From an optimization exercise on the open Yosys and OpenROAD flow, aimed at small area, a short achievable clock period and few clock cycles per item; shortcuts taken in it are not production practice.
In this exercise RTL edits were held to simulation tests only and were not proved equivalent to the original.

## flow/design.v (module list and top-level ports; edited modules follow where they fit)
// module multipli: 1378 lines
module multipli
#(parameter int N = 32)
(
	input  logic                        CLOCK,
	input  logic                        RESET,
	input  logic                        START,
	input  logic signed [N-1:0]         A,B,
	output logic signed [2*N-1:0]       S,
	output logic                        END_MULT
);
  // ...
==> flow/run.sh <==
#!/bin/bash
# synth_recipe.tcl (not shown) runs the flow's synth.tcl, then flattens the netlist and writes it again
# the make line also repeats each setting of config.mk as NAME=value (left out here)
make -C /OpenROAD-flow-scripts/flow DESIGN_CONFIG=/design/flow/config.mk WORK_HOME=/design/flow/orfs CLKGATE_MAP_FILE= SYNTH_SCRIPT=/design/flow/synth_recipe.tcl finish
==> flow/config.mk <==
export PLATFORM = sky130hd
export DESIGN_NAME = multipli
export DESIGN_NICKNAME = multipli
export VERILOG_FILES = /design/flow/design.v
export SDC_FILE = /design/flow/constraint.sdc
export NUM_CORES = 4
export LEC_CHECK = 0
export CAP_MARGIN = 20
export CORE_MARGIN = 2
export CORE_UTILIZATION = 40
export SLEW_MARGIN = 20
==> flow/constraint.sdc <==
create_clock -name core_clock -period 5.0 [get_ports {CLOCK}]
set_input_delay 1.0000 -clock core_clock [delete_from_list [all_inputs] [get_ports {CLOCK}]]
set_output_delay 1.0000 -clock core_clock [all_outputs]
set_load 0.01 [all_outputs]
==> results.txt, run 1 <==
Worst setup startpoint=XL[0]; Top FF cell, synth=edfxtp_1; initial core utilization=just over 40%; Setup Skew=0.0134 ns; Worst path max stage delay=0.55 ns; grt total ovfl=0; Critical Path Sink=S[60]; Met2 Wirelength=around 15 mm; num sequential=107; total die area=0.0316 mm^2; highest-count cells in the layout ignoring fill and taps=inv_1 (179), clkdlybuf4s50_1 (131), fa_1 (128), a22oi_1 (124), edfxtp_1 (103); top flop regs=AX (31), AY (31), LO (24); drt initial violations=between 500 and 600; Buf+Inv Stages, Crit Path=4; top cells by count, synth=inv_1 (180), fa_1 (128), a22oi_1 (124), edfxtp_1 (103), xnor2_1 (95); Cell Chain, Critical Path=inv_1 > fa_1 > nand2b_1 > a211oi_2 > o2111ai_1 > a21oi_2 > buf_4 > o211ai_1 > buf_4 > a31oi_1 > nor2_1 > xnor2_1 > clkdlybuf4s50_1; share of the synthesized area in the top cell type=roughly 26%; Fin Hold WS=0.580 ns; Area growth syn-to-layout=14.7%; Yosys reg bits=roughly 110; Non-clk invs=about 180; vias in the first global route=between 8,000 and 9,000; Final Hold Viols=0; mux cell area share after synthesis=3.01%; R2R Setup Slk=approximately 0.70 ns; worst-margin pin slew=approximately 0.83 ns; fin crit share=between 90% and 100%; final setup fails=0; worst-skew pair later-pin latency=0.37 ns; met2 GRT Util=approximately a third; DR WL met3=about 1.1 mm; main combinational cell family by area after synthesis=adder cells; run status=timing/DRC/antenna clean; CTS sink count=between 100 and 150; fmax=~210 MHz; Seq/Total Area, Yosys=between 20% and 30%; Detailed Place HPWL=22.8 mm; Multi-input gate area=between 0.007 and 0.008 mm^2; Critical Path Sink Type=primary output
Testbench counts, summed over its fixed seeds: cycles 7,992, items 1,600.
==> run 2, diff against run 1 <==
==> flow/design.v (replaced) <==
module multipli
#(parameter int N = 32)
(
	input  logic                        CLOCK,
	input  logic                        RESET,
	input  logic                        START,
	input  logic signed [N-1:0]         A,B,
	output logic signed [2*N-1:0]       S,
	output logic                        END_MULT
);
logic [1:0] COUNT;
logic [40:0] X, Y;
logic [23:0] LO;
logic XB;
logic go, first, last;
assign go    = START & ~END_MULT;
assign first = (COUNT == 2'd0);
assign last  = (COUNT == 2'd3);
logic [8:0] ab;
assign ab = first ? {A[7:0], 1'b0} : {LO[7:0], XB};
logic [3:0] one, two, ng;
logic [32:0] m [4];
logic [32:0] Bl, Bh;
assign Bl = {B[31], B};
assign Bh = {B, 1'b0};
always_comb begin
    for (int i = 0; i < 4; i++) begin
        one[i] = ab[2*i] ^ ab[2*i+1];
        two[i] = (ab[2*i+2] & ~ab[2*i+1] & ~ab[2*i]) | (~ab[2*i+2] & ab[2*i+1] & ab[2*i]);
        ng[i]  = ab[2*i+2] & ~(ab[2*i+1] & ab[2*i]);
        m[i]   = (({33{one[i]}} & Bl) | ({33{two[i]}} & Bh)) ^ {33{ng[i]}};
    end
end
logic fa_p0, fa_g0;
assign fa_p0 = X[0] ^ Y[0];
assign fa_g0 = X[0] & Y[0];
logic fa_p1, fa_g1;
assign fa_p1 = X[1] ^ Y[1];
assign fa_g1 = X[1] & Y[1];
logic fa_p2, fa_g2;
assign fa_p2 = X[2] ^ Y[2];
assign fa_g2 = X[2] & Y[2];
logic fa_p3, fa_g3;
assign fa_p3 = X[3] ^ Y[3];
assign fa_g3 = X[3] & Y[3];
logic fa_p4, fa_g4;
assign fa_p4 = X[4] ^ Y[4];
assign fa_g4 = X[4] & Y[4];
logic fa_p5, fa_g5;
assign fa_p5 = X[5] ^ Y[5];
assign fa_g5 = X[5] & Y[5];
logic fa_p6, fa_g6;
assign fa_p6 = X[6] ^ Y[6];
assign fa_g6 = X[6] & Y[6];
logic fa_p7, fa_g7;
assign fa_p7 = X[7] ^ Y[7];
assign fa_g7 = X[7] & Y[7];
logic fa_p8, fa_g8;
assign fa_p8 = X[8] ^ Y[8];
assign fa_g8 = X[8] & Y[8];
logic fa_p9, fa_g9;
assign fa_p9 = X[9] ^ Y[9];
assign fa_g9 = X[9] & Y[9];
logic fa_p10, fa_g10;
assign fa_p10 = X[10] ^ Y[10];
assign fa_g10 = X[10] & Y[10];
logic fa_p11, fa_g11;
assign fa_p11 = X[11] ^ Y[11];
assign fa_g11 = X[11] & Y[11];
logic fa_p12, fa_g12;
assign fa_p12 = X[12] ^ Y[12];
assign fa_g12 = X[12] & Y[12];
logic fa_p13, fa_g13;
assign fa_p13 = X[13] ^ Y[13];
assign fa_g13 = X[13] & Y[13];
logic fa_p14, fa_g14;
assign fa_p14 = X[14] ^ Y[14];
assign fa_g14 = X[14] & Y[14];
logic fa_p15, fa_g15;
assign fa_p15 = X[15] ^ Y[15];
assign fa_g15 = X[15] & Y[15];
logic fa_p16, fa_g16;
assign fa_p16 = X[16] ^ Y[16];
assign fa_g16 = X[16] & Y[16];
logic fa_p17, fa_g17;
assign fa_p17 = X[17] ^ Y[17];
assign fa_g17 = X[17] & Y[17];
logic fa_p18, fa_g18;
assign fa_p18 = X[18] ^ Y[18];
assign fa_g18 = X[18] & Y[18];
logic fa_p19, fa_g19;
assign fa_p19 = X[19] ^ Y[19];
assign fa_g19 = X[19] & Y[19];
logic fa_p20, fa_g20;
assign fa_p20 = X[20] ^ Y[20];
assign fa_g20 = X[20] & Y[20];
logic fa_p21, fa_g21;
assign fa_p21 = X[21] ^ Y[21];
assign fa_g21 = X[21] & Y[21];
logic fa_p22, fa_g22;
assign fa_p22 = X[22] ^ Y[22];
assign fa_g22 = X[22] & Y[22];
logic fa_p23, fa_g23;
assign fa_p23 = X[23] ^ Y[23];
assign fa_g23 = X[23] & Y[23];
logic fa_p24, fa_g24;
assign fa_p24 = X[24] ^ Y[24];
assign fa_g24 = X[24] & Y[24];
logic fa_p25, fa_g25;
assign fa_p25 = X[25] ^ Y[25];
assign fa_g25 = X[25] & Y[25];
logic fa_p26, fa_g26;
assign fa_p26 = X[26] ^ Y[26];
assign fa_g26 = X[26] & Y[26];
logic fa_p27, fa_g27;
assign fa_p27 = X[27] ^ Y[27];
assign fa_g27 = X[27] & Y[27];
logic fa_p28, fa_g28;
assign fa_p28 = X[28] ^ Y[28];
assign fa_g28 = X[28] & Y[28];
logic fa_p29, fa_g29;
assign fa_p29 = X[29] ^ Y[29];
assign fa_g29 = X[29] & Y[29];
logic fa_p30, fa_g30;
assign fa_p30 = X[30] ^ Y[30];
assign fa_g30 = X[30] & Y[30];
logic fa_p31, fa_g31;
assign fa_p31 = X[31] ^ Y[31];
assign fa_g31 = X[31] & Y[31];
logic fa_p32, fa_g32;
assign fa_p32 = X[32] ^ Y[32];
assign fa_g32 = X[32] & Y[32];
logic fa_p33, fa_g33;
assign fa_p33 = X[33] ^ Y[33];
assign fa_g33 = X[33] & Y[33];
logic fa_p34, fa_g34;
assign fa_p34 = X[34] ^ Y[34];
assign fa_g34 = X[34] & Y[34];
logic fa_p35, fa_g35;
assign fa_p35 = X[35] ^ Y[35];
assign fa_g35 = X[35] & Y[35];
logic fa_p36, fa_g36;
assign fa_p36 = X[36] ^ Y[36];
assign fa_g36 = X[36] & Y[36];
logic fa_p37, fa_g37;
assign fa_p37 = X[37] ^ Y[37];
assign fa_g37 = X[37] & Y[37];
logic fa_p38, fa_g38;
assign fa_p38 = X[38] ^ Y[38];
assign fa_g38 = X[38] & Y[38];
logic fa_p39, fa_g39;
assign fa_p39 = X[39] ^ Y[39];
assign fa_g39 = X[39] & Y[39];
logic fa_p40, fa_g40;
assign fa_p40 = X[40] ^ Y[40];
assign fa_g40 = X[40] & Y[40];
logic fa_G0_1, fa_P0_1;
assign fa_G0_1 = fa_g0 | (fa_p0 & 1'b0);
assign fa_P0_1 = fa_p0 & 1'b0;
logic fa_G0_3, fa_P0_3;
assign fa_G0_3 = fa_g2 | (fa_p2 & fa_g1);
assign fa_P0_3 = fa_p2 & fa_p1;
logic fa_G0_5, fa_P0_5;
assign fa_G0_5 = fa_g4 | (fa_p4 & fa_g3);
assign fa_P0_5 = fa_p4 & fa_p3;
logic fa_G0_7, fa_P0_7;
assign fa_G0_7 = fa_g6 | (fa_p6 & fa_g5);
assign fa_P0_7 = fa_p6 & fa_p5;
logic fa_G0_9, fa_P0_9;
assign fa_G0_9 = fa_g8 | (fa_p8 & fa_g7);
assign fa_P0_9 = fa_p8 & fa_p7;
logic fa_G0_11, fa_P0_11;
assign fa_G0_11 = fa_g10 | (fa_p10 & fa_g9);
assign fa_P0_11 = fa_p10 & fa_p9;
logic fa_G0_13, fa_P0_13;
assign fa_G0_13 = fa_g12 | (fa_p12 & fa_g11);
assign fa_P0_13 = fa_p12 & fa_p11;
logic fa_G0_15, fa_P0_15;
assign fa_G0_15 = fa_g14 | (fa_p14 & fa_g13);
assign fa_P0_15 = fa_p14 & fa_p13;
logic fa_G0_17, fa_P0_17;
assign fa_G0_17 = fa_g16 | (fa_p16 & fa_g15);
assign fa_P0_17 = fa_p16 & fa_p15;
logic fa_G0_19, fa_P0_19;
assign fa_G0_19 = fa_g18 | (fa_p18 & fa_g17);
assign fa_P0_19 = fa_p18 & fa_p17;
logic fa_G0_21, fa_P0_21;
assign fa_G0_21 = fa_g20 | (fa_p20 & fa_g19);
assign fa_P0_21 = fa_p20 & fa_p19;
logic fa_G0_23, fa_P0_23;
assign fa_G0_23 = fa_g22 | (fa_p22 & fa_g21);
assign fa_P0_23 = fa_p22 & fa_p21;
logic fa_G0_25, fa_P0_25;
assign fa_G0_25 = fa_g24 | (fa_p24 & fa_g23);
assign fa_P0_25 = fa_p24 & fa_p23;
logic fa_G0_27, fa_P0_27;
assign fa_G0_27 = fa_g26 | (fa_p26 & fa_g25);
assign fa_P0_27 = fa_p26 & fa_p25;
logic fa_G0_29, fa_P0_29;
assign fa_G0_29 = fa_g28 | (fa_p28 & fa_g27);
assign fa_P0_29 = fa_p28 & fa_p27;
logic fa_G0_31, fa_P0_31;
assign fa_G0_31 = fa_g30 | (fa_p30 & fa_g29);
assign fa_P0_31 = fa_p30 & fa_p29;
logic fa_G0_33, fa_P0_33;
assign fa_G0_33 = fa_g32 | (fa_p32 & fa_g31);
assign fa_P0_33 = fa_p32 & fa_p31;
logic fa_G0_35, fa_P0_35;
assign fa_G0_35 = fa_g34 | (fa_p34 & fa_g33);
assign fa_P0_35 = fa_p34 & fa_p33;
logic fa_G0_37, fa_P0_37;
assign fa_G0_37 = fa_g36 | (fa_p36 & fa_g35);
assign fa_P0_37 = fa_p36 & fa_p35;
logic fa_G0_39, fa_P0_39;
assign fa_G0_39 = fa_g38 | (fa_p38 & fa_g37);
assign fa_P0_39 = fa_p38 & fa_p37;
logic fa_G0_41, fa_P0_41;
assign fa_G0_41 = fa_g40 | (fa_p40 & fa_g39);
assign fa_P0_41 = fa_p40 & fa_p39;
logic fa_G1_2, fa_P1_2;
assign fa_G1_2 = fa_g1 | (fa_p1 & fa_G0_1);
assign fa_P1_2 = fa_p1 & fa_P0_1;
logic fa_G1_3, fa_P1_3;
assign fa_G1_3 = fa_G0_3 | (fa_P0_3 & fa_G0_1);
assign fa_P1_3 = fa_P0_3 & fa_P0_1;
logic fa_G1_6, fa_P1_6;
assign fa_G1_6 = fa_g5 | (fa_p5 & fa_G0_5);
assign fa_P1_6 = fa_p5 & fa_P0_5;
logic fa_G1_7, fa_P1_7;
assign fa_G1_7 = fa_G0_7 | (fa_P0_7 & fa_G0_5);
assign fa_P1_7 = fa_P0_7 & fa_P0_5;
logic fa_G1_10, fa_P1_10;
assign fa_G1_10 = fa_g9 | (fa_p9 & fa_G0_9);
assign fa_P1_10 = fa_p9 & fa_P0_9;
logic fa_G1_11, fa_P1_11;
assign fa_G1_11 = fa_G0_11 | (fa_P0_11 & fa_G0_9);
assign fa_P1_11 = fa_P0_11 & fa_P0_9;
logic fa_G1_14, fa_P1_14;
assign fa_G1_14 = fa_g13 | (fa_p13 & fa_G0_13);
assign fa_P1_14 = fa_p13 & fa_P0_13;
logic fa_G1_15, fa_P1_15;
assign fa_G1_15 = fa_G0_15 | (fa_P0_15 & fa_G0_13);
assign fa_P1_15 = fa_P0_15 & fa_P0_13;
logic fa_G1_18, fa_P1_18;
assign fa_G1_18 = fa_g17 | (fa_p17 & fa_G0_17);
assign fa_P1_18 = fa_p17 & fa_P0_17;
logic fa_G1_19, fa_P1_19;
assign fa_G1_19 = fa_G0_19 | (fa_P0_19 & fa_G0_17);
assign fa_P1_19 = fa_P0_19 & fa_P0_17;
logic fa_G1_22, fa_P1_22;
assign fa_G1_22 = fa_g21 | (fa_p21 & fa_G0_21);
assign fa_P1_22 = fa_p21 & fa_P0_21;
logic fa_G1_23, fa_P1_23;
assign fa_G1_23 = fa_G0_23 | (fa_P0_23 & fa_G0_21);
assign fa_P1_23 = fa_P0_23 & fa_P0_21;
logic fa_G1_26, fa_P1_26;
assign fa_G1_26 = fa_g25 | (fa_p25 & fa_G0_25);
assign fa_P1_26 = fa_p25 & fa_P0_25;
logic fa_G1_27, fa_P1_27;
assign fa_G1_27 = fa_G0_27 | (fa_P0_27 & fa_G0_25);
assign fa_P1_27 = fa_P0_27 & fa_P0_25;
logic fa_G1_30, fa_P1_30;
assign fa_G1_30 = fa_g29 | (fa_p29 & fa_G0_29);
assign fa_P1_30 = fa_p29 & fa_P0_29;
logic fa_G1_31, fa_P1_31;
assign fa_G1_31 = fa_G0_31 | (fa_P0_31 & fa_G0_29);
assign fa_P1_31 = fa_P0_31 & fa_P0_29;
logic fa_G1_34, fa_P1_34;
assign fa_G1_34 = fa_g33 | (fa_p33 & fa_G0_33);
assign fa_P1_34 = fa_p33 & fa_P0_33;
logic fa_G1_35, fa_P1_35;
assign fa_G1_35 = fa_G0_35 | (fa_P0_35 & fa_G0_33);
assign fa_P1_35 = fa_P0_35 & fa_P0_33;
logic fa_G1_38, fa_P1_38;
assign fa_G1_38 = fa_g37 | (fa_p37 & fa_G0_37);
assign fa_P1_38 = fa_p37 & fa_P0_37;
logic fa_G1_39, fa_P1_39;
assign fa_G1_39 = fa_G0_39 | (fa_P0_39 & fa_G0_37);
assign fa_P1_39 = fa_P0_39 & fa_P0_37;
logic fa_G2_4, fa_P2_4;
assign fa_G2_4 = fa_g3 | (fa_p3 & fa_G1_3);
assign fa_P2_4 = fa_p3 & fa_P1_3;
logic fa_G2_5, fa_P2_5;
assign fa_G2_5 = fa_G0_5 | (fa_P0_5 & fa_G1_3);
assign fa_P2_5 = fa_P0_5 & fa_P1_3;
logic fa_G2_6, fa_P2_6;
assign fa_G2_6 = fa_G1_6 | (fa_P1_6 & fa_G1_3);
assign fa_P2_6 = fa_P1_6 & fa_P1_3;
logic fa_G2_7, fa_P2_7;
assign fa_G2_7 = fa_G1_7 | (fa_P1_7 & fa_G1_3);
assign fa_P2_7 = fa_P1_7 & fa_P1_3;
logic fa_G2_12, fa_P2_12;
assign fa_G2_12 = fa_g11 | (fa_p11 & fa_G1_11);
assign fa_P2_12 = fa_p11 & fa_P1_11;
logic fa_G2_13, fa_P2_13;
assign fa_G2_13 = fa_G0_13 | (fa_P0_13 & fa_G1_11);
assign fa_P2_13 = fa_P0_13 & fa_P1_11;
logic fa_G2_14, fa_P2_14;
assign fa_G2_14 = fa_G1_14 | (fa_P1_14 & fa_G1_11);
assign fa_P2_14 = fa_P1_14 & fa_P1_11;
logic fa_G2_15, fa_P2_15;
assign fa_G2_15 = fa_G1_15 | (fa_P1_15 & fa_G1_11);
assign fa_P2_15 = fa_P1_15 & fa_P1_11;
logic fa_G2_20, fa_P2_20;
assign fa_G2_20 = fa_g19 | (fa_p19 & fa_G1_19);
assign fa_P2_20 = fa_p19 & fa_P1_19;
logic fa_G2_21, fa_P2_21;
assign fa_G2_21 = fa_G0_21 | (fa_P0_21 & fa_G1_19);
assign fa_P2_21 = fa_P0_21 & fa_P1_19;
logic fa_G2_22, fa_P2_22;
assign fa_G2_22 = fa_G1_22 | (fa_P1_22 & fa_G1_19);
assign fa_P2_22 = fa_P1_22 & fa_P1_19;
logic fa_G2_23, fa_P2_23;
assign fa_G2_23 = fa_G1_23 | (fa_P1_23 & fa_G1_19);
assign fa_P2_23 = fa_P1_23 & fa_P1_19;
logic fa_G2_28, fa_P2_28;
assign fa_G2_28 = fa_g27 | (fa_p27 & fa_G1_27);
assign fa_P2_28 = fa_p27 & fa_P1_27;
logic fa_G2_29, fa_P2_29;
assign fa_G2_29 = fa_G0_29 | (fa_P0_29 & fa_G1_27);
assign fa_P2_29 = fa_P0_29 & fa_P1_27;
logic fa_G2_30, fa_P2_30;
assign fa_G2_30 = fa_G1_30 | (fa_P1_30 & fa_G1_27);
assign fa_P2_30 = fa_P1_30 & fa_P1_27;
logic fa_G2_31, fa_P2_31;
assign fa_G2_31 = fa_G1_31 | (fa_P1_31 & fa_G1_27);
assign fa_P2_31 = fa_P1_31 & fa_P1_27;
logic fa_G2_36, fa_P2_36;
assign fa_G2_36 = fa_g35 | (fa_p35 & fa_G1_35);
assign fa_P2_36 = fa_p35 & fa_P1_35;
logic fa_G2_37, fa_P2_37;
assign fa_G2_37 = fa_G0_37 | (fa_P0_37 & fa_G1_35);
assign fa_P2_37 = fa_P0_37 & fa_P1_35;
logic fa_G2_38, fa_P2_38;
assign fa_G2_38 = fa_G1_38 | (fa_P1_38 & fa_G1_35);
assign fa_P2_38 = fa_P1_38 & fa_P1_35;
logic fa_G2_39, fa_P2_39;
assign fa_G2_39 = fa_G1_39 | (fa_P1_39 & fa_G1_35);
assign fa_P2_39 = fa_P1_39 & fa_P1_35;
logic fa_G3_8, fa_P3_8;
assign fa_G3_8 = fa_g7 | (fa_p7 & fa_G2_7);
assign fa_P3_8 = fa_p7 & fa_P2_7;
logic fa_G3_9, fa_P3_9;
assign fa_G3_9 = fa_G0_9 | (fa_P0_9 & fa_G2_7);
assign fa_P3_9 = fa_P0_9 & fa_P2_7;
logic fa_G3_10, fa_P3_10;
assign fa_G3_10 = fa_G1_10 | (fa_P1_10 & fa_G2_7);
assign fa_P3_10 = fa_P1_10 & fa_P2_7;
logic fa_G3_11, fa_P3_11;
assign fa_G3_11 = fa_G1_11 | (fa_P1_11 & fa_G2_7);
assign fa_P3_11 = fa_P1_11 & fa_P2_7;
logic fa_G3_12, fa_P3_12;
assign fa_G3_12 = fa_G2_12 | (fa_P2_12 & fa_G2_7);
assign fa_P3_12 = fa_P2_12 & fa_P2_7;
logic fa_G3_13, fa_P3_13;
assign fa_G3_13 = fa_G2_13 | (fa_P2_13 & fa_G2_7);
assign fa_P3_13 = fa_P2_13 & fa_P2_7;
logic fa_G3_14, fa_P3_14;
assign fa_G3_14 = fa_G2_14 | (fa_P2_14 & fa_G2_7);
assign fa_P3_14 = fa_P2_14 & fa_P2_7;
logic fa_G3_15, fa_P3_15;
assign fa_G3_15 = fa_G2_15 | (fa_P2_15 & fa_G2_7);
assign fa_P3_15 = fa_P2_15 & fa_P2_7;
logic fa_G3_24, fa_P3_24;
assign fa_G3_24 = fa_g23 | (fa_p23 & fa_G2_23);
assign fa_P3_24 = fa_p23 & fa_P2_23;
logic fa_G3_25, fa_P3_25;
assign fa_G3_25 = fa_G0_25 | (fa_P0_25 & fa_G2_23);
assign fa_P3_25 = fa_P0_25 & fa_P2_23;
logic fa_G3_26, fa_P3_26;
assign fa_G3_26 = fa_G1_26 | (fa_P1_26 & fa_G2_23);
assign fa_P3_26 = fa_P1_26 & fa_P2_23;
logic fa_G3_27, fa_P3_27;
assign fa_G3_27 = fa_G1_27 | (fa_P1_27 & fa_G2_23);
assign fa_P3_27 = fa_P1_27 & fa_P2_23;
logic fa_G3_28, fa_P3_28;
assign fa_G3_28 = fa_G2_28 | (fa_P2_28 & fa_G2_23);
assign fa_P3_28 = fa_P2_28 & fa_P2_23;
logic fa_G3_29, fa_P3_29;
assign fa_G3_29 = fa_G2_29 | (fa_P2_29 & fa_G2_23);
assign fa_P3_29 = fa_P2_29 & fa_P2_23;
logic fa_G3_30, fa_P3_30;
assign fa_G3_30 = fa_G2_30 | (fa_P2_30 & fa_G2_23);
assign fa_P3_30 = fa_P2_30 & fa_P2_23;
logic fa_G3_31, fa_P3_31;
assign fa_G3_31 = fa_G2_31 | (fa_P2_31 & fa_G2_23);
assign fa_P3_31 = fa_P2_31 & fa_P2_23;
logic fa_G3_40, fa_P3_40;
assign fa_G3_40 = fa_g39 | (fa_p39 & fa_G2_39);
assign fa_P3_40 = fa_p39 & fa_P2_39;
logic fa_G3_41, fa_P3_41;
assign fa_G3_41 = fa_G0_41 | (fa_P0_41 & fa_G2_39);
assign fa_P3_41 = fa_P0_41 & fa_P2_39;
logic fa_G4_16, fa_P4_16;
assign fa_G4_16 = fa_g15 | (fa_p15 & fa_G3_15);
assign fa_P4_16 = fa_p15 & fa_P3_15;
logic fa_G4_17, fa_P4_17;
assign fa_G4_17 = fa_G0_17 | (fa_P0_17 & fa_G3_15);
assign fa_P4_17 = fa_P0_17 & fa_P3_15;
logic fa_G4_18, fa_P4_18;
assign fa_G4_18 = fa_G1_18 | (fa_P1_18 & fa_G3_15);
assign fa_P4_18 = fa_P1_18 & fa_P3_15;
logic fa_G4_19, fa_P4_19;
assign fa_G4_19 = fa_G1_19 | (fa_P1_19 & fa_G3_15);
assign fa_P4_19 = fa_P1_19 & fa_P3_15;
logic fa_G4_20, fa_P4_20;
assign fa_G4_20 = fa_G2_20 | (fa_P2_20 & fa_G3_15);
assign fa_P4_20 = fa_P2_20 & fa_P3_15;
logic fa_G4_21, fa_P4_21;
assign fa_G4_21 = fa_G2_21 | (fa_P2_21 & fa_G3_15);
assign fa_P4_21 = fa_P2_21 & fa_P3_15;
logic fa_G4_22, fa_P4_22;
assign fa_G4_22 = fa_G2_22 | (fa_P2_22 & fa_G3_15);
assign fa_P4_22 = fa_P2_22 & fa_P3_15;
logic fa_G4_23, fa_P4_23;
assign fa_G4_23 = fa_G2_23 | (fa_P2_23 & fa_G3_15);
assign fa_P4_23 = fa_P2_23 & fa_P3_15;
logic fa_G4_24, fa_P4_24;
assign fa_G4_24 = fa_G3_24 | (fa_P3_24 & fa_G3_15);
assign fa_P4_24 = fa_P3_24 & fa_P3_15;
logic fa_G4_25, fa_P4_25;
assign fa_G4_25 = fa_G3_25 | (fa_P3_25 & fa_G3_15);
assign fa_P4_25 = fa_P3_25 & fa_P3_15;
logic fa_G4_26, fa_P4_26;
assign fa_G4_26 = fa_G3_26 | (fa_P3_26 & fa_G3_15);
assign fa_P4_26 = fa_P3_26 & fa_P3_15;
logic fa_G4_27, fa_P4_27;
assign fa_G4_27 = fa_G3_27 | (fa_P3_27 & fa_G3_15);
assign fa_P4_27 = fa_P3_27 & fa_P3_15;
logic fa_G4_28, fa_P4_28;
assign fa_G4_28 = fa_G3_28 | (fa_P3_28 & fa_G3_15);
assign fa_P4_28 = fa_P3_28 & fa_P3_15;
logic fa_G4_29, fa_P4_29;
assign fa_G4_29 = fa_G3_29 | (fa_P3_29 & fa_G3_15);
assign fa_P4_29 = fa_P3_29 & fa_P3_15;
logic fa_G4_30, fa_P4_30;
assign fa_G4_30 = fa_G3_30 | (fa_P3_30 & fa_G3_15);
assign fa_P4_30 = fa_P3_30 & fa_P3_15;
logic fa_G4_31, fa_P4_31;
assign fa_G4_31 = fa_G3_31 | (fa_P3_31 & fa_G3_15);
assign fa_P4_31 = fa_P3_31 & fa_P3_15;
logic fa_G5_32, fa_P5_32;
assign fa_G5_32 = fa_g31 | (fa_p31 & fa_G4_31);
assign fa_P5_32 = fa_p31 & fa_P4_31;
logic fa_G5_33, fa_P5_33;
assign fa_G5_33 = fa_G0_33 | (fa_P0_33 & fa_G4_31);
assign fa_P5_33 = fa_P0_33 & fa_P4_31;
logic fa_G5_34, fa_P5_34;
assign fa_G5_34 = fa_G1_34 | (fa_P1_34 & fa_G4_31);
assign fa_P5_34 = fa_P1_34 & fa_P4_31;
logic fa_G5_35, fa_P5_35;
assign fa_G5_35 = fa_G1_35 | (fa_P1_35 & fa_G4_31);
assign fa_P5_35 = fa_P1_35 & fa_P4_31;
logic fa_G5_36, fa_P5_36;
assign fa_G5_36 = fa_G2_36 | (fa_P2_36 & fa_G4_31);
assign fa_P5_36 = fa_P2_36 & fa_P4_31;
logic fa_G5_37, fa_P5_37;
assign fa_G5_37 = fa_G2_37 | (fa_P2_37 & fa_G4_31);
assign fa_P5_37 = fa_P2_37 & fa_P4_31;
logic fa_G5_38, fa_P5_38;
assign fa_G5_38 = fa_G2_38 | (fa_P2_38 & fa_G4_31);
assign fa_P5_38 = fa_P2_38 & fa_P4_31;
logic fa_G5_39, fa_P5_39;
assign fa_G5_39 = fa_G2_39 | (fa_P2_39 & fa_G4_31);
assign fa_P5_39 = fa_P2_39 & fa_P4_31;
logic fa_G5_40, fa_P5_40;
assign fa_G5_40 = fa_G3_40 | (fa_P3_40 & fa_G4_31);
assign fa_P5_40 = fa_P3_40 & fa_P4_31;
logic fa_G5_41, fa_P5_41;
assign fa_G5_41 = fa_G3_41 | (fa_P3_41 & fa_G4_31);
assign fa_P5_41 = fa_P3_41 & fa_P4_31;
logic fa_s0;
assign fa_s0 = fa_p0 ^ 1'b0;
logic fa_s1;
assign fa_s1 = fa_p1 ^ fa_G0_1;
logic fa_s2;
assign fa_s2 = fa_p2 ^ fa_G1_2;
logic fa_s3;
assign fa_s3 = fa_p3 ^ fa_G1_3;
logic fa_s4;
assign fa_s4 = fa_p4 ^ fa_G2_4;
logic fa_s5;
assign fa_s5 = fa_p5 ^ fa_G2_5;
logic fa_s6;
assign fa_s6 = fa_p6 ^ fa_G2_6;
logic fa_s7;
assign fa_s7 = fa_p7 ^ fa_G2_7;
logic fa_s8;
assign fa_s8 = fa_p8 ^ fa_G3_8;
logic fa_s9;
assign fa_s9 = fa_p9 ^ fa_G3_9;
logic fa_s10;
assign fa_s10 = fa_p10 ^ fa_G3_10;
logic fa_s11;
assign fa_s11 = fa_p11 ^ fa_G3_11;
logic fa_s12;
assign fa_s12 = fa_p12 ^ fa_G3_12;
logic fa_s13;
assign fa_s13 = fa_p13 ^ fa_G3_13;
logic fa_s14;
assign fa_s14 = fa_p14 ^ fa_G3_14;
logic fa_s15;
assign fa_s15 = fa_p15 ^ fa_G3_15;
logic fa_s16;
assign fa_s16 = fa_p16 ^ fa_G4_16;
logic fa_s17;
assign fa_s17 = fa_p17 ^ fa_G4_17;
logic fa_s18;
assign fa_s18 = fa_p18 ^ fa_G4_18;
logic fa_s19;
assign fa_s19 = fa_p19 ^ fa_G4_19;
logic fa_s20;
assign fa_s20 = fa_p20 ^ fa_G4_20;
logic fa_s21;
assign fa_s21 = fa_p21 ^ fa_G4_21;
logic fa_s22;
assign fa_s22 = fa_p22 ^ fa_G4_22;
logic fa_s23;
assign fa_s23 = fa_p23 ^ fa_G4_23;
logic fa_s24;
assign fa_s24 = fa_p24 ^ fa_G4_24;
logic fa_s25;
assign fa_s25 = fa_p25 ^ fa_G4_25;
logic fa_s26;
assign fa_s26 = fa_p26 ^ fa_G4_26;
logic fa_s27;
assign fa_s27 = fa_p27 ^ fa_G4_27;
logic fa_s28;
assign fa_s28 = fa_p28 ^ fa_G4_28;
logic fa_s29;
assign fa_s29 = fa_p29 ^ fa_G4_29;
logic fa_s30;
assign fa_s30 = fa_p30 ^ fa_G4_30;
logic fa_s31;
assign fa_s31 = fa_p31 ^ fa_G4_31;
logic fa_s32;
assign fa_s32 = fa_p32 ^ fa_G5_32;
logic fa_s33;
assign fa_s33 = fa_p33 ^ fa_G5_33;
logic fa_s34;
assign fa_s34 = fa_p34 ^ fa_G5_34;
logic fa_s35;
assign fa_s35 = fa_p35 ^ fa_G5_35;
logic fa_s36;
assign fa_s36 = fa_p36 ^ fa_G5_36;
logic fa_s37;
assign fa_s37 = fa_p37 ^ fa_G5_37;
logic fa_s38;
assign fa_s38 = fa_p38 ^ fa_G5_38;
logic fa_s39;
assign fa_s39 = fa_p39 ^ fa_G5_39;
logic fa_s40;
assign fa_s40 = fa_p40 ^ fa_G5_40;
logic [40:0] F;
assign F = {fa_s40, fa_s39, fa_s38, fa_s37, fa_s36, fa_s35, fa_s34, fa_s33, fa_s32, fa_s31, fa_s30, fa_s29, fa_s28, fa_s27, fa_s26, fa_s25, fa_s24, fa_s23, fa_s22, fa_s21, fa_s20, fa_s19, fa_s18, fa_s17, fa_s16, fa_s15, fa_s14, fa_s13, fa_s12, fa_s11, fa_s10, fa_s9, fa_s8, fa_s7, fa_s6, fa_s5, fa_s4, fa_s3, fa_s2, fa_s1, fa_s0};
logic [32:0] ag;
assign ag = F[40:8] & {33{~first}};
logic hs0;
logic hc0;
logic hs1;
logic hc1;
logic fs0;
logic fc0;
logic hs2;
logic hc2;
logic fs1;
logic fc1;
logic hs3;
logic hc3;
logic fs2;
logic fc2;
logic hs4;
logic hc4;
logic fs3;
logic fc3;
logic hs5;
logic hc5;
logic fs4;
logic fc4;
logic hs6;
logic hc6;
logic fs5;
logic fc5;
logic hs7;
logic hc7;
logic fs6;
logic fc6;
logic hs8;
logic hc8;
logic fs7;
logic fc7;
logic hs9;
logic hc9;
logic fs8;
logic fc8;
logic hs10;
logic hc10;
logic fs9;
logic fc9;
logic hs11;
logic hc11;
logic fs10;
logic fc10;
logic hs12;
logic hc12;
logic fs11;
logic fc11;
logic hs13;
logic hc13;
logic fs12;
logic fc12;
logic hs14;
logic hc14;
logic fs13;
logic fc13;
logic hs15;
logic hc15;
logic fs14;
logic fc14;
logic hs16;
logic hc16;
logic fs15;
logic fc15;
logic hs17;
logic hc17;
logic fs16;
logic fc16;
logic hs18;
logic hc18;
logic fs17;
logic fc17;
logic hs19;
logic hc19;
logic fs18;
logic fc18;
logic hs20;
logic hc20;
logic fs19;
logic fc19;
logic hs21;
logic hc21;
logic fs20;
logic fc20;
logic hs22;
logic hc22;
logic fs21;
logic fc21;
logic hs23;
logic hc23;
logic fs22;
logic fc22;
logic hs24;
logic hc24;
logic fs23;
logic fc23;
logic hs25;
logic hc25;
logic fs24;
logic fc24;
logic hs26;
logic hc26;
logic fs25;
logic fc25;
logic hs27;
logic hc27;
logic fs26;
logic fc26;
logic hs28;
logic hc28;
logic fs27;
logic fc27;
logic hs29;
logic hc29;
logic hs30;
logic hc30;
logic fs28;
logic fc28;
logic fs29;
logic fc29;
logic fs30;
logic fc30;
logic fs31;
logic fc31;
logic fs32;
logic fc32;
logic fs33;
logic fc33;
logic fs34;
logic fc34;
logic fs35;
logic fc35;
logic fs36;
logic fc36;
logic fs37;
logic fc37;
logic fs38;
logic fc38;
logic fs39;
logic fc39;
logic fs40;
logic fc40;
logic fs41;
logic fc41;
logic fs42;
logic fc42;
logic fs43;
logic fc43;
logic fs44;
logic fc44;
logic fs45;
logic fc45;
logic fs46;
logic fc46;
logic fs47;
logic fc47;
logic fs48;
logic fc48;
logic fs49;
logic fc49;
logic fs50;
logic fc50;
logic fs51;
logic fc51;
logic fs52;
logic fc52;
logic fs53;
logic fc53;
logic fs54;
logic fc54;
logic fs55;
logic fc55;
logic fs56;
logic fc56;
logic fs57;
logic fc57;
logic fs58;
logic fc58;
logic hs31;
logic hc31;
logic hs32;
logic hc32;
logic hs33;
logic hc33;
logic fs59;
logic fc59;
logic fs60;
logic fc60;
logic fs61;
logic fc61;
logic fs62;
logic fc62;
logic fs63;
logic fc63;
logic fs64;
logic fc64;
logic fs65;
logic fc65;
logic fs66;
logic fc66;
logic fs67;
logic fc67;
logic fs68;
logic fc68;
logic fs69;
logic fc69;
logic fs70;
logic fc70;
logic fs71;
logic fc71;
logic fs72;
logic fc72;
logic fs73;
logic fc73;
logic fs74;
logic fc74;
logic fs75;
logic fc75;
logic fs76;
logic fc76;
logic fs77;
logic fc77;
logic fs78;
logic fc78;
logic fs79;
logic fc79;
logic fs80;
logic fc80;
logic fs81;
logic fc81;
logic fs82;
logic fc82;
logic fs83;
logic fc83;
logic fs84;
logic fc84;
logic fs85;
logic fc85;
logic fs86;
logic fc86;
logic fs87;
logic fc87;
logic fs88;
logic fc88;
logic fs89;
logic fc89;
logic fs90;
logic fc90;
logic fs91;
logic fc91;
logic fs92;
logic fc92;
logic fs93;
logic fc93;
logic hs34;
logic hc34;
assign hs0 = ng[2] ^ m[0][4];
assign hc0 = ng[2] & m[0][4];
assign hs1 = m[0][5] ^ m[1][3];
assign hc1 = m[0][5] & m[1][3];
assign fs0 = ng[3] ^ m[0][6] ^ m[1][4];
assign fc0 = (ng[3] & m[0][6]) | (ng[3] & m[1][4]) | (m[0][6] & m[1][4]);
assign hs2 = m[2][2] ^ m[3][0];
assign hc2 = m[2][2] & m[3][0];
assign fs1 = m[0][7] ^ m[1][5] ^ m[2][3];
assign fc1 = (m[0][7] & m[1][5]) | (m[0][7] & m[2][3]) | (m[1][5] & m[2][3]);
assign hs3 = m[3][1] ^ ag[7];
assign hc3 = m[3][1] & ag[7];
assign fs2 = m[0][8] ^ m[1][6] ^ m[2][4];
assign fc2 = (m[0][8] & m[1][6]) | (m[0][8] & m[2][4]) | (m[1][6] & m[2][4]);
assign hs4 = m[3][2] ^ ag[8];
assign hc4 = m[3][2] & ag[8];
assign fs3 = m[0][9] ^ m[1][7] ^ m[2][5];
assign fc3 = (m[0][9] & m[1][7]) | (m[0][9] & m[2][5]) | (m[1][7] & m[2][5]);
assign hs5 = m[3][3] ^ ag[9];
assign hc5 = m[3][3] & ag[9];
assign fs4 = m[0][10] ^ m[1][8] ^ m[2][6];
assign fc4 = (m[0][10] & m[1][8]) | (m[0][10] & m[2][6]) | (m[1][8] & m[2][6]);
assign hs6 = m[3][4] ^ ag[10];
assign hc6 = m[3][4] & ag[10];
assign fs5 = m[0][11] ^ m[1][9] ^ m[2][7];
assign fc5 = (m[0][11] & m[1][9]) | (m[0][11] & m[2][7]) | (m[1][9] & m[2][7]);
assign hs7 = m[3][5] ^ ag[11];
assign hc7 = m[3][5] & ag[11];
assign fs6 = m[0][12] ^ m[1][10] ^ m[2][8];
assign fc6 = (m[0][12] & m[1][10]) | (m[0][12] & m[2][8]) | (m[1][10] & m[2][8]);
assign hs8 = m[3][6] ^ ag[12];
assign hc8 = m[3][6] & ag[12];
assign fs7 = m[0][13] ^ m[1][11] ^ m[2][9];
assign fc7 = (m[0][13] & m[1][11]) | (m[0][13] & m[2][9]) | (m[1][11] & m[2][9]);
assign hs9 = m[3][7] ^ ag[13];
assign hc9 = m[3][7] & ag[13];
assign fs8 = m[0][14] ^ m[1][12] ^ m[2][10];
assign fc8 = (m[0][14] & m[1][12]) | (m[0][14] & m[2][10]) | (m[1][12] & m[2][10]);
assign hs10 = m[3][8] ^ ag[14];
assign hc10 = m[3][8] & ag[14];
assign fs9 = m[0][15] ^ m[1][13] ^ m[2][11];
assign fc9 = (m[0][15] & m[1][13]) | (m[0][15] & m[2][11]) | (m[1][13] & m[2][11]);
assign hs11 = m[3][9] ^ ag[15];
assign hc11 = m[3][9] & ag[15];
assign fs10 = m[0][16] ^ m[1][14] ^ m[2][12];
assign fc10 = (m[0][16] & m[1][14]) | (m[0][16] & m[2][12]) | (m[1][14] & m[2][12]);
assign hs12 = m[3][10] ^ ag[16];
assign hc12 = m[3][10] & ag[16];
assign fs11 = m[0][17] ^ m[1][15] ^ m[2][13];
assign fc11 = (m[0][17] & m[1][15]) | (m[0][17] & m[2][13]) | (m[1][15] & m[2][13]);
assign hs13 = m[3][11] ^ ag[17];
assign hc13 = m[3][11] & ag[17];
assign fs12 = m[0][18] ^ m[1][16] ^ m[2][14];
assign fc12 = (m[0][18] & m[1][16]) | (m[0][18] & m[2][14]) | (m[1][16] & m[2][14]);
assign hs14 = m[3][12] ^ ag[18];
assign hc14 = m[3][12] & ag[18];
assign fs13 = m[0][19] ^ m[1][17] ^ m[2][15];
assign fc13 = (m[0][19] & m[1][17]) | (m[0][19] & m[2][15]) | (m[1][17] & m[2][15]);
assign hs15 = m[3][13] ^ ag[19];
assign hc15 = m[3][13] & ag[19];
assign fs14 = m[0][20] ^ m[1][18] ^ m[2][16];
assign fc14 = (m[0][20] & m[1][18]) | (m[0][20] & m[2][16]) | (m[1][18] & m[2][16]);
assign hs16 = m[3][14] ^ ag[20];
assign hc16 = m[3][14] & ag[20];
assign fs15 = m[0][21] ^ m[1][19] ^ m[2][17];
assign fc15 = (m[0][21] & m[1][19]) | (m[0][21] & m[2][17]) | (m[1][19] & m[2][17]);
assign hs17 = m[3][15] ^ ag[21];
assign hc17 = m[3][15] & ag[21];
assign fs16 = m[0][22] ^ m[1][20] ^ m[2][18];
assign fc16 = (m[0][22] & m[1][20]) | (m[0][22] & m[2][18]) | (m[1][20] & m[2][18]);
assign hs18 = m[3][16] ^ ag[22];
assign hc18 = m[3][16] & ag[22];
assign fs17 = m[0][23] ^ m[1][21] ^ m[2][19];
assign fc17 = (m[0][23] & m[1][21]) | (m[0][23] & m[2][19]) | (m[1][21] & m[2][19]);
assign hs19 = m[3][17] ^ ag[23];
assign hc19 = m[3][17] & ag[23];
assign fs18 = m[0][24] ^ m[1][22] ^ m[2][20];
assign fc18 = (m[0][24] & m[1][22]) | (m[0][24] & m[2][20]) | (m[1][22] & m[2][20]);
assign hs20 = m[3][18] ^ ag[24];
assign hc20 = m[3][18] & ag[24];
assign fs19 = m[0][25] ^ m[1][23] ^ m[2][21];
assign fc19 = (m[0][25] & m[1][23]) | (m[0][25] & m[2][21]) | (m[1][23] & m[2][21]);
assign hs21 = m[3][19] ^ ag[25];
assign hc21 = m[3][19] & ag[25];
assign fs20 = m[0][26] ^ m[1][24] ^ m[2][22];
assign fc20 = (m[0][26] & m[1][24]) | (m[0][26] & m[2][22]) | (m[1][24] & m[2][22]);
assign hs22 = m[3][20] ^ ag[26];
assign hc22 = m[3][20] & ag[26];
assign fs21 = m[0][27] ^ m[1][25] ^ m[2][23];
assign fc21 = (m[0][27] & m[1][25]) | (m[0][27] & m[2][23]) | (m[1][25] & m[2][23]);
assign hs23 = m[3][21] ^ ag[27];
assign hc23 = m[3][21] & ag[27];
assign fs22 = m[0][28] ^ m[1][26] ^ m[2][24];
assign fc22 = (m[0][28] & m[1][26]) | (m[0][28] & m[2][24]) | (m[1][26] & m[2][24]);
assign hs24 = m[3][22] ^ ag[28];
assign hc24 = m[3][22] & ag[28];
assign fs23 = m[0][29] ^ m[1][27] ^ m[2][25];
assign fc23 = (m[0][29] & m[1][27]) | (m[0][29] & m[2][25]) | (m[1][27] & m[2][25]);
assign hs25 = m[3][23] ^ ag[29];
assign hc25 = m[3][23] & ag[29];
assign fs24 = m[0][30] ^ m[1][28] ^ m[2][26];
assign fc24 = (m[0][30] & m[1][28]) | (m[0][30] & m[2][26]) | (m[1][28] & m[2][26]);
assign hs26 = m[3][24] ^ ag[30];
assign hc26 = m[3][24] & ag[30];
assign fs25 = m[0][31] ^ m[1][29] ^ m[2][27];
assign fc25 = (m[0][31] & m[1][29]) | (m[0][31] & m[2][27]) | (m[1][29] & m[2][27]);
assign hs27 = m[3][25] ^ ag[31];
assign hc27 = m[3][25] & ag[31];
assign fs26 = ~m[0][32] ^ m[1][30] ^ m[2][28];
assign fc26 = (~m[0][32] & m[1][30]) | (~m[0][32] & m[2][28]) | (m[1][30] & m[2][28]);
assign hs28 = m[3][26] ^ ~ag[32];
assign hc28 = m[3][26] & ~ag[32];
assign fs27 = 1'b1 ^ m[1][31] ^ m[2][29];
assign fc27 = (1'b1 & m[1][31]) | (1'b1 & m[2][29]) | (m[1][31] & m[2][29]);
assign hs29 = ng[1] ^ m[0][2];
assign hc29 = ng[1] & m[0][2];
assign hs30 = m[0][3] ^ m[1][1];
assign hc30 = m[0][3] & m[1][1];
assign fs28 = m[1][2] ^ m[2][0] ^ hs0;
assign fc28 = (m[1][2] & m[2][0]) | (m[1][2] & hs0) | (m[2][0] & hs0);
assign fs29 = m[2][1] ^ hc0 ^ hs1;
assign fc29 = (m[2][1] & hc0) | (m[2][1] & hs1) | (hc0 & hs1);
assign fs30 = hc1 ^ hs2 ^ ag[6];
assign fc30 = (hc1 & hs2) | (hc1 & ag[6]) | (hs2 & ag[6]);
assign fs31 = hc2 ^ fc0 ^ fs1;
assign fc31 = (hc2 & fc0) | (hc2 & fs1) | (fc0 & fs1);
assign fs32 = fc1 ^ fs2 ^ hc3;
assign fc32 = (fc1 & fs2) | (fc1 & hc3) | (fs2 & hc3);
assign fs33 = fc2 ^ fs3 ^ hc4;
assign fc33 = (fc2 & fs3) | (fc2 & hc4) | (fs3 & hc4);
assign fs34 = fc3 ^ fs4 ^ hc5;
assign fc34 = (fc3 & fs4) | (fc3 & hc5) | (fs4 & hc5);
assign fs35 = fc4 ^ fs5 ^ hc6;
assign fc35 = (fc4 & fs5) | (fc4 & hc6) | (fs5 & hc6);
assign fs36 = fc5 ^ fs6 ^ hc7;
assign fc36 = (fc5 & fs6) | (fc5 & hc7) | (fs6 & hc7);
assign fs37 = fc6 ^ fs7 ^ hc8;
assign fc37 = (fc6 & fs7) | (fc6 & hc8) | (fs7 & hc8);
assign fs38 = fc7 ^ fs8 ^ hc9;
assign fc38 = (fc7 & fs8) | (fc7 & hc9) | (fs8 & hc9);
assign fs39 = fc8 ^ fs9 ^ hc10;
assign fc39 = (fc8 & fs9) | (fc8 & hc10) | (fs9 & hc10);
assign fs40 = fc9 ^ fs10 ^ hc11;
assign fc40 = (fc9 & fs10) | (fc9 & hc11) | (fs10 & hc11);
assign fs41 = fc10 ^ fs11 ^ hc12;
assign fc41 = (fc10 & fs11) | (fc10 & hc12) | (fs11 & hc12);
assign fs42 = fc11 ^ fs12 ^ hc13;
assign fc42 = (fc11 & fs12) | (fc11 & hc13) | (fs12 & hc13);
assign fs43 = fc12 ^ fs13 ^ hc14;
assign fc43 = (fc12 & fs13) | (fc12 & hc14) | (fs13 & hc14);
assign fs44 = fc13 ^ fs14 ^ hc15;
assign fc44 = (fc13 & fs14) | (fc13 & hc15) | (fs14 & hc15);
assign fs45 = fc14 ^ fs15 ^ hc16;
assign fc45 = (fc14 & fs15) | (fc14 & hc16) | (fs15 & hc16);
assign fs46 = fc15 ^ fs16 ^ hc17;
assign fc46 = (fc15 & fs16) | (fc15 & hc17) | (fs16 & hc17);
assign fs47 = fc16 ^ fs17 ^ hc18;
assign fc47 = (fc16 & fs17) | (fc16 & hc18) | (fs17 & hc18);
assign fs48 = fc17 ^ fs18 ^ hc19;
assign fc48 = (fc17 & fs18) | (fc17 & hc19) | (fs18 & hc19);
assign fs49 = fc18 ^ fs19 ^ hc20;
assign fc49 = (fc18 & fs19) | (fc18 & hc20) | (fs19 & hc20);
assign fs50 = fc19 ^ fs20 ^ hc21;
assign fc50 = (fc19 & fs20) | (fc19 & hc21) | (fs20 & hc21);
assign fs51 = fc20 ^ fs21 ^ hc22;
assign fc51 = (fc20 & fs21) | (fc20 & hc22) | (fs21 & hc22);
assign fs52 = fc21 ^ fs22 ^ hc23;
assign fc52 = (fc21 & fs22) | (fc21 & hc23) | (fs22 & hc23);
assign fs53 = fc22 ^ fs23 ^ hc24;
assign fc53 = (fc22 & fs23) | (fc22 & hc24) | (fs23 & hc24);
assign fs54 = fc23 ^ fs24 ^ hc25;
assign fc54 = (fc23 & fs24) | (fc23 & hc25) | (fs24 & hc25);
assign fs55 = fc24 ^ fs25 ^ hc26;
assign fc55 = (fc24 & fs25) | (fc24 & hc26) | (fs25 & hc26);
assign fs56 = fc25 ^ fs26 ^ hc27;
assign fc56 = (fc25 & fs26) | (fc25 & hc27) | (fs26 & hc27);
assign fs57 = m[3][27] ^ fc26 ^ fs27;
assign fc57 = (m[3][27] & fc26) | (m[3][27] & fs27) | (fc26 & fs27);
assign fs58 = ~m[1][32] ^ m[2][30] ^ m[3][28];
assign fc58 = (~m[1][32] & m[2][30]) | (~m[1][32] & m[3][28]) | (m[2][30] & m[3][28]);
assign hs31 = 1'b1 ^ m[2][31];
assign hc31 = 1'b1 & m[2][31];
assign hs32 = ng[0] ^ m[0][0];
assign hc32 = ng[0] & m[0][0];
assign hs33 = m[0][1] ^ ag[1];
assign hc33 = m[0][1] & ag[1];
assign fs59 = m[1][0] ^ hs29 ^ ag[2];
assign fc59 = (m[1][0] & hs29) | (m[1][0] & ag[2]) | (hs29 & ag[2]);
assign fs60 = hc29 ^ hs30 ^ ag[3];
assign fc60 = (hc29 & hs30) | (hc29 & ag[3]) | (hs30 & ag[3]);
assign fs61 = hc30 ^ ag[4] ^ fs28;
assign fc61 = (hc30 & ag[4]) | (hc30 & fs28) | (ag[4] & fs28);
assign fs62 = ag[5] ^ fc28 ^ fs29;
assign fc62 = (ag[5] & fc28) | (ag[5] & fs29) | (fc28 & fs29);
assign fs63 = fs0 ^ fc29 ^ fs30;
assign fc63 = (fs0 & fc29) | (fs0 & fs30) | (fc29 & fs30);
assign fs64 = hs3 ^ fc30 ^ fs31;
assign fc64 = (hs3 & fc30) | (hs3 & fs31) | (fc30 & fs31);
assign fs65 = hs4 ^ fc31 ^ fs32;
assign fc65 = (hs4 & fc31) | (hs4 & fs32) | (fc31 & fs32);
assign fs66 = hs5 ^ fc32 ^ fs33;
assign fc66 = (hs5 & fc32) | (hs5 & fs33) | (fc32 & fs33);
assign fs67 = hs6 ^ fc33 ^ fs34;
assign fc67 = (hs6 & fc33) | (hs6 & fs34) | (fc33 & fs34);
assign fs68 = hs7 ^ fc34 ^ fs35;
assign fc68 = (hs7 & fc34) | (hs7 & fs35) | (fc34 & fs35);
assign fs69 = hs8 ^ fc35 ^ fs36;
assign fc69 = (hs8 & fc35) | (hs8 & fs36) | (fc35 & fs36);
assign fs70 = hs9 ^ fc36 ^ fs37;
assign fc70 = (hs9 & fc36) | (hs9 & fs37) | (fc36 & fs37);
assign fs71 = hs10 ^ fc37 ^ fs38;
assign fc71 = (hs10 & fc37) | (hs10 & fs38) | (fc37 & fs38);
assign fs72 = hs11 ^ fc38 ^ fs39;
assign fc72 = (hs11 & fc38) | (hs11 & fs39) | (fc38 & fs39);
assign fs73 = hs12 ^ fc39 ^ fs40;
assign fc73 = (hs12 & fc39) | (hs12 & fs40) | (fc39 & fs40);
assign fs74 = hs13 ^ fc40 ^ fs41;
assign fc74 = (hs13 & fc40) | (hs13 & fs41) | (fc40 & fs41);
assign fs75 = hs14 ^ fc41 ^ fs42;
assign fc75 = (hs14 & fc41) | (hs14 & fs42) | (fc41 & fs42);
assign fs76 = hs15 ^ fc42 ^ fs43;
assign fc76 = (hs15 & fc42) | (hs15 & fs43) | (fc42 & fs43);
assign fs77 = hs16 ^ fc43 ^ fs44;
assign fc77 = (hs16 & fc43) | (hs16 & fs44) | (fc43 & fs44);
assign fs78 = hs17 ^ fc44 ^ fs45;
assign fc78 = (hs17 & fc44) | (hs17 & fs45) | (fc44 & fs45);
assign fs79 = hs18 ^ fc45 ^ fs46;
assign fc79 = (hs18 & fc45) | (hs18 & fs46) | (fc45 & fs46);
assign fs80 = hs19 ^ fc46 ^ fs47;
assign fc80 = (hs19 & fc46) | (hs19 & fs47) | (fc46 & fs47);
assign fs81 = hs20 ^ fc47 ^ fs48;
assign fc81 = (hs20 & fc47) | (hs20 & fs48) | (fc47 & fs48);
assign fs82 = hs21 ^ fc48 ^ fs49;
assign fc82 = (hs21 & fc48) | (hs21 & fs49) | (fc48 & fs49);
assign fs83 = hs22 ^ fc49 ^ fs50;
assign fc83 = (hs22 & fc49) | (hs22 & fs50) | (fc49 & fs50);
assign fs84 = hs23 ^ fc50 ^ fs51;
assign fc84 = (hs23 & fc50) | (hs23 & fs51) | (fc50 & fs51);
assign fs85 = hs24 ^ fc51 ^ fs52;
assign fc85 = (hs24 & fc51) | (hs24 & fs52) | (fc51 & fs52);
assign fs86 = hs25 ^ fc52 ^ fs53;
assign fc86 = (hs25 & fc52) | (hs25 & fs53) | (fc52 & fs53);
assign fs87 = hs26 ^ fc53 ^ fs54;
assign fc87 = (hs26 & fc53) | (hs26 & fs54) | (fc53 & fs54);
assign fs88 = hs27 ^ fc54 ^ fs55;
assign fc88 = (hs27 & fc54) | (hs27 & fs55) | (fc54 & fs55);
assign fs89 = hs28 ^ fc55 ^ fs56;
assign fc89 = (hs28 & fc55) | (hs28 & fs56) | (fc55 & fs56);
assign fs90 = hc28 ^ fc56 ^ fs57;
assign fc90 = (hc28 & fc56) | (hc28 & fs57) | (fc56 & fs57);
assign fs91 = fc27 ^ fs58 ^ fc57;
assign fc91 = (fc27 & fs58) | (fc27 & fc57) | (fs58 & fc57);
assign fs92 = m[3][29] ^ hs31 ^ fc58;
assign fc92 = (m[3][29] & hs31) | (m[3][29] & fc58) | (hs31 & fc58);
assign fs93 = ~m[2][32] ^ m[3][30] ^ hc31;
assign fc93 = (~m[2][32] & m[3][30]) | (~m[2][32] & hc31) | (m[3][30] & hc31);
assign hs34 = 1'b1 ^ m[3][31];
assign hc34 = 1'b1 & m[3][31];
always_ff @(posedge CLOCK or negedge RESET) begin
    if (!RESET) begin
        END_MULT <= 1'b0;
        COUNT    <= '0;
    end else begin
        if (go) begin
            COUNT    <= last ? '0 : COUNT + 1'b1;
            END_MULT <= last;
        end else if (!START) begin
            END_MULT <= 1'b0;
        end
    end
end
always_ff @(posedge CLOCK) begin
    if (!END_MULT) begin
        X[0] <= hs32;
        X[1] <= hc32;
        X[2] <= hc33;
        X[3] <= fc59;
        X[4] <= fc60;
        X[5] <= fc61;
        X[6] <= fc62;
        X[7] <= fc63;
        X[8] <= fc64;
        X[9] <= fc65;
        X[10] <= fc66;
        X[11] <= fc67;
        X[12] <= fc68;
        X[13] <= fc69;
        X[14] <= fc70;
        X[15] <= fc71;
        X[16] <= fc72;
        X[17] <= fc73;
        X[18] <= fc74;
        X[19] <= fc75;
        X[20] <= fc76;
        X[21] <= fc77;
        X[22] <= fc78;
        X[23] <= fc79;
        X[24] <= fc80;
        X[25] <= fc81;
        X[26] <= fc82;
        X[27] <= fc83;
        X[28] <= fc84;
        X[29] <= fc85;
        X[30] <= fc86;
        X[31] <= fc87;
        X[32] <= fc88;
        X[33] <= fc89;
        X[34] <= fc90;
        X[35] <= fc91;
        X[36] <= fc92;
        X[37] <= fc93;
        X[38] <= hc34;
        X[39] <= 1'b1;
        X[40] <= 1'b1;
        Y[0] <= ag[0];
        Y[1] <= hs33;
        Y[2] <= fs59;
        Y[3] <= fs60;
        Y[4] <= fs61;
        Y[5] <= fs62;
        Y[6] <= fs63;
        Y[7] <= fs64;
        Y[8] <= fs65;
        Y[9] <= fs66;
        Y[10] <= fs67;
        Y[11] <= fs68;
        Y[12] <= fs69;
        Y[13] <= fs70;
        Y[14] <= fs71;
        Y[15] <= fs72;
        Y[16] <= fs73;
        Y[17] <= fs74;
        Y[18] <= fs75;
        Y[19] <= fs76;
        Y[20] <= fs77;
        Y[21] <= fs78;
        Y[22] <= fs79;
        Y[23] <= fs80;
        Y[24] <= fs81;
        Y[25] <= fs82;
        Y[26] <= fs83;
        Y[27] <= fs84;
        Y[28] <= fs85;
        Y[29] <= fs86;
        Y[30] <= fs87;
        Y[31] <= fs88;
        Y[32] <= fs89;
        Y[33] <= fs90;
        Y[34] <= fs91;
        Y[35] <= fs92;
        Y[36] <= fs93;
        Y[37] <= hs34;
        Y[38] <= ~m[3][32];
        Y[39] <= 1'b0;
        Y[40] <= 1'b0;
        LO <= first ? A[31:8] : {F[7:0], LO[23:8]};
    end
end
always_ff @(posedge CLOCK) begin
    XB <= first ? A[7] : LO[7];
end
assign S = {F[39:0], LO};
endmodule
==> results.txt, run 2 <==
Synth Instances=956 (was 1,152); top cells by area, synth=edfxtp_1 (28%), fa_1 (18%), xnor2_1 (11%) (was edfxtp_1 (26%), fa_1 (21%), ha_1 (8.3%)); DRC=0 (unchanged); initial core utilization=40.4% (was 40.6%); Final Hold Viols=0 (unchanged); register area=0.00316 mm^2 (was 0.00319 mm^2); Critical Path Source Type=flop (unchanged); yosys synthesis warning count=2 (unchanged); Detailed Place HPWL=20.1 mm (was 22.8 mm); first-pass GRT wire length=43.4 mm (was 47.2 mm); Reg clk slew, reported paths=0.09 ns (about the same); Routed wire per std cell=20.0 um (was 18.5 um); total number of vias=7,354 (was 8,097); total die area=0.0282 mm^2 (was 0.0316 mm^2); Setup Skew=0.0169 ns (was 0.0134 ns); Post-Syn Area=0.0108 mm^2 (was 0.0121 mm^2); Max Root-Sink Buffers=2 (unchanged); final-report max-slew violation count=0 (unchanged); routability congestion estimate=0.787 (was 0.830); site row count=60 (was 63); Post-synth ARST share=2.83% (was 2.80%); share of the synthesized area in the top cell type=28.5% (was 25.6%); drt pass-1 iters=6 (was 7); critical path fanouts, max=6 (was 5); syn_area_per_cell=11.3 um^2 (was 10.5 um^2); layout cell share with drive strength beyond 1=8.06% (was 7.15%); clock tree from TritonCTS=built (unchanged); Area growth syn-to-layout=16.0% (was 14.7%); Crit Path Category=flop to primary output (unchanged); post-route cell area=0.0125 mm^2 (was 0.0138 mm^2); Chip Width=168 um (was 178 um); Net count, final=1,243 (was 1,472); Gates resized, CTS repair=0 (unchanged); max cap viols=0 (unchanged); pin count of the biggest net entering global routing=54 (was 58); highest-count cells in the layout ignoring fill and taps=xnor2_1 (136), clkdlybuf4s50_1 (131), a22oi_1 (122), edfxtp_1 (102), fa_1 (98) (was inv_1 (179), clkdlybuf4s50_1 (131), fa_1 (128), a22oi_1 (124), edfxtp_1 (103)); clock root cell=clkbuf_16 (unchanged); final WL=26.9 mm (was 29.4 mm); worst-margin pin slew=0.746 ns (was 0.830 ns); Seq/Total Area, Yosys=29.3% (was 26.4%); Multi-input gate area=0.00684 mm^2 (was 0.00758 mm^2); most numerous cell in the Yosys netlist=xnor2_1 (was inv_1); reg2reg path depth=12 (was 13); hold_buf cts=0 (unchanged); antenna violations before repair=1 (unchanged); commonest non-fill, non-tap cell in the layout=xnor2_1 (was inv_1); number of I/O port buffers=131 (unchanged); chip height=168 um (was 178 um); placed inst area=0.0122 mm^2 (was 0.0135 mm^2); CTS Buf Count=9 (unchanged); final setup fails=0 (unchanged); post-synth top area cell=edfxtp_1 (unchanged); Req. time, crit path=4.00 ns (about the same); Net Count, Synth=1,199 (was 1,427); hold depth=1 (unchanged); Post-synth EDFFs=102 (was 103); CTS sink count=106 (was 107); run status=timing/DRC/antenna clean (unchanged); fin crit share=94.1% (was 95.7%); vias in the first global route=7,550 (was 8,529); RSZ-0062 raised after global routing=false (unchanged); grt total ovfl=0 (unchanged); Ant. Diodes=0 (was 1); top flop regs=X (39), Y (39), LO (24) (was AX (31), AY (31), LO (24)); post-synth cell types=61 (was 54); Vias/cell=5.46 (was 5.08); worst-skew pair later-pin latency=0.37 ns (about the same); Final ANT Viol Nets=0 (unchanged); setup_tns=0 ns (unchanged); R2R Setup Slk=0.54 ns (was 0.70 ns); top cells by count, synth=xnor2_1 (136), a22oi_1 (122), edfxtp_1 (102), fa_1 (98), ha_1 (78) (was inv_1 (180), fa_1 (128), a22oi_1 (124), edfxtp_1 (103), xnor2_1 (95)); fillers=2,432 (was 2,752); Slew headroom=50.3% (was 44.6%); Core Footprint=0.0267 mm^2 (was 0.0297 mm^2); hold crit path type=flop to flop (unchanged); drt initial violations=598 (was 566); Yosys reg bits=106 (was 107); fmax=213 MHz (was 209 MHz); GRT Overall Usage=19.7% (was 19.4%); H-tree levels=3 (unchanged); Top FF cell, synth=edfxtp_1 (unchanged); Post CTS Setup Buffer Count=0 (unchanged); Critical Path Sink Type=primary output (unchanged); min Tclk post-route=4.70 ns (was 4.79 ns); IO Count=132 (unchanged); CP arrival=3.70 ns (was 3.79 ns)
## run 2: cell count changes in the layout (fill, tap and decap cells not counted), sizes merged, moves of 6 or more
| cell | before | now |
|---|---|---|
| a21o | 7 | 13 |
| and2 | 0 | 29 |
| and3 | 1 | 9 |
| fa | 128 | 98 |
| inv | 182 | 51 |
| nand2 | 22 | 30 |
| nor2 | 22 | 14 |
| nor2b | 66 | 7 |
| xnor2 | 95 | 136 |
| xor2 | 64 | 23 |
## run 2: kinds of logic after synthesis
logic type	Yosys count	synth area share (%)
multiplexers	31	3.16
XOR/XNOR	159	12.9
AND/OR/NAND/NOR	113	5.67
adder cells (fa/ha/maj)	176	27.3
AO/OA/AOI/OAI	206	13.9
buffers and inverters	165	7.66
flip-flops	106	29.3
## run 2: per-layer routing
layer / wire length, um / vias up / share of wire, % / global-route usage [%]
li1: - / 3411 / - / -
met4: 337 / 0 / 1.3 / 3.97
met1: 12000 / 3670 / 45 / 27.6
met2: 13100 / 253 / 48 / 32.5
met5: 0 / - / 0 / 0
met3: 1530 / 20 / 5.7 / 2.99
## run 2: path summary, 6_finish.rpt
path,start,endpoint
setup / recovery,X[14],S[50]
setup reg to reg,X[14],Y[19]
hold / removal,COUNT[0],COUNT[0]
min in group asynchronous,RESET,END_MULT
hold reg to reg,COUNT[0],COUNT[0]
max in group asynchronous,RESET,COUNT[0]
## run 2: critical path, cell delays in order (launching register included)
cell	delay, ns
edfxtp_1	0.38
ha_1	0.37
a21oi_1	0.18
o21ai_0	0.11
a31oi_1	0.52
nand2_1	0.32
a211oi_2	0.30
o21bai_1	0.13
a21oi_1	0.28
xnor2_1	0.17
clkdlybuf4s50_1	0.58
## run 2: layout make-up
cell class	count	area share (%)
clock inverter	7	0.711
multi-input combinational	685	54.7
inverter	47	1.43
timing repair buffer	151	12.6
clock buffer	9	1.80
tap	341	3.42
sequential	106	25.3
## run 2: per-stage QoR
stage	hold WS, ns	std cells	setup WS (ns)	util (%)
after global placement	0.545	1330	0.447	45.7
final	0.587	1346	0.295	46.9
after global routing	0.611	1346	0.0338	46.9
after CTS	0.582	1346	0.244	46.9
after detailed placement	0.560	1330	0.470	45.7
after floorplan	0.533	956	0.741	-
Testbench counts of run 2, summed over its fixed seeds: cycles 7,992, items 1,600.

static timing again, ports no longer ideal:
The flow's constraints put no driver on any port. The routed layouts listed below were extracted and timed again, unchanged, in two steps. Step 1 assumes that a clkbuf_16 drives the clock port and a buf_2 every other input. Step 2 moves the port delays by t, midway between the first and last clock arrival at a register: inputs arrive t later, outputs are due t later. That takes back most of the time a late clock gives input paths. a / b / c = ideal / step 1 / step 2; a / b = the first two.
| run | t (ns) | slack for setup (ns) | hold WS [ns] |
|---|---|---|---|
| run 1 | 0.413 | 0.214 / 0.167 / 0.147 | 0.580 / 0.580 / 0.580 |
| run 2 | 0.405 | 0.295 / 0.247 / 0.441 | 0.587 / 0.587 / 0.587 |
After both steps setup and hold are still met in every run listed. For run 1, which loses most, drivers alone change the setup slack by -0.047 ns; drivers and shift together by -0.067 ns.
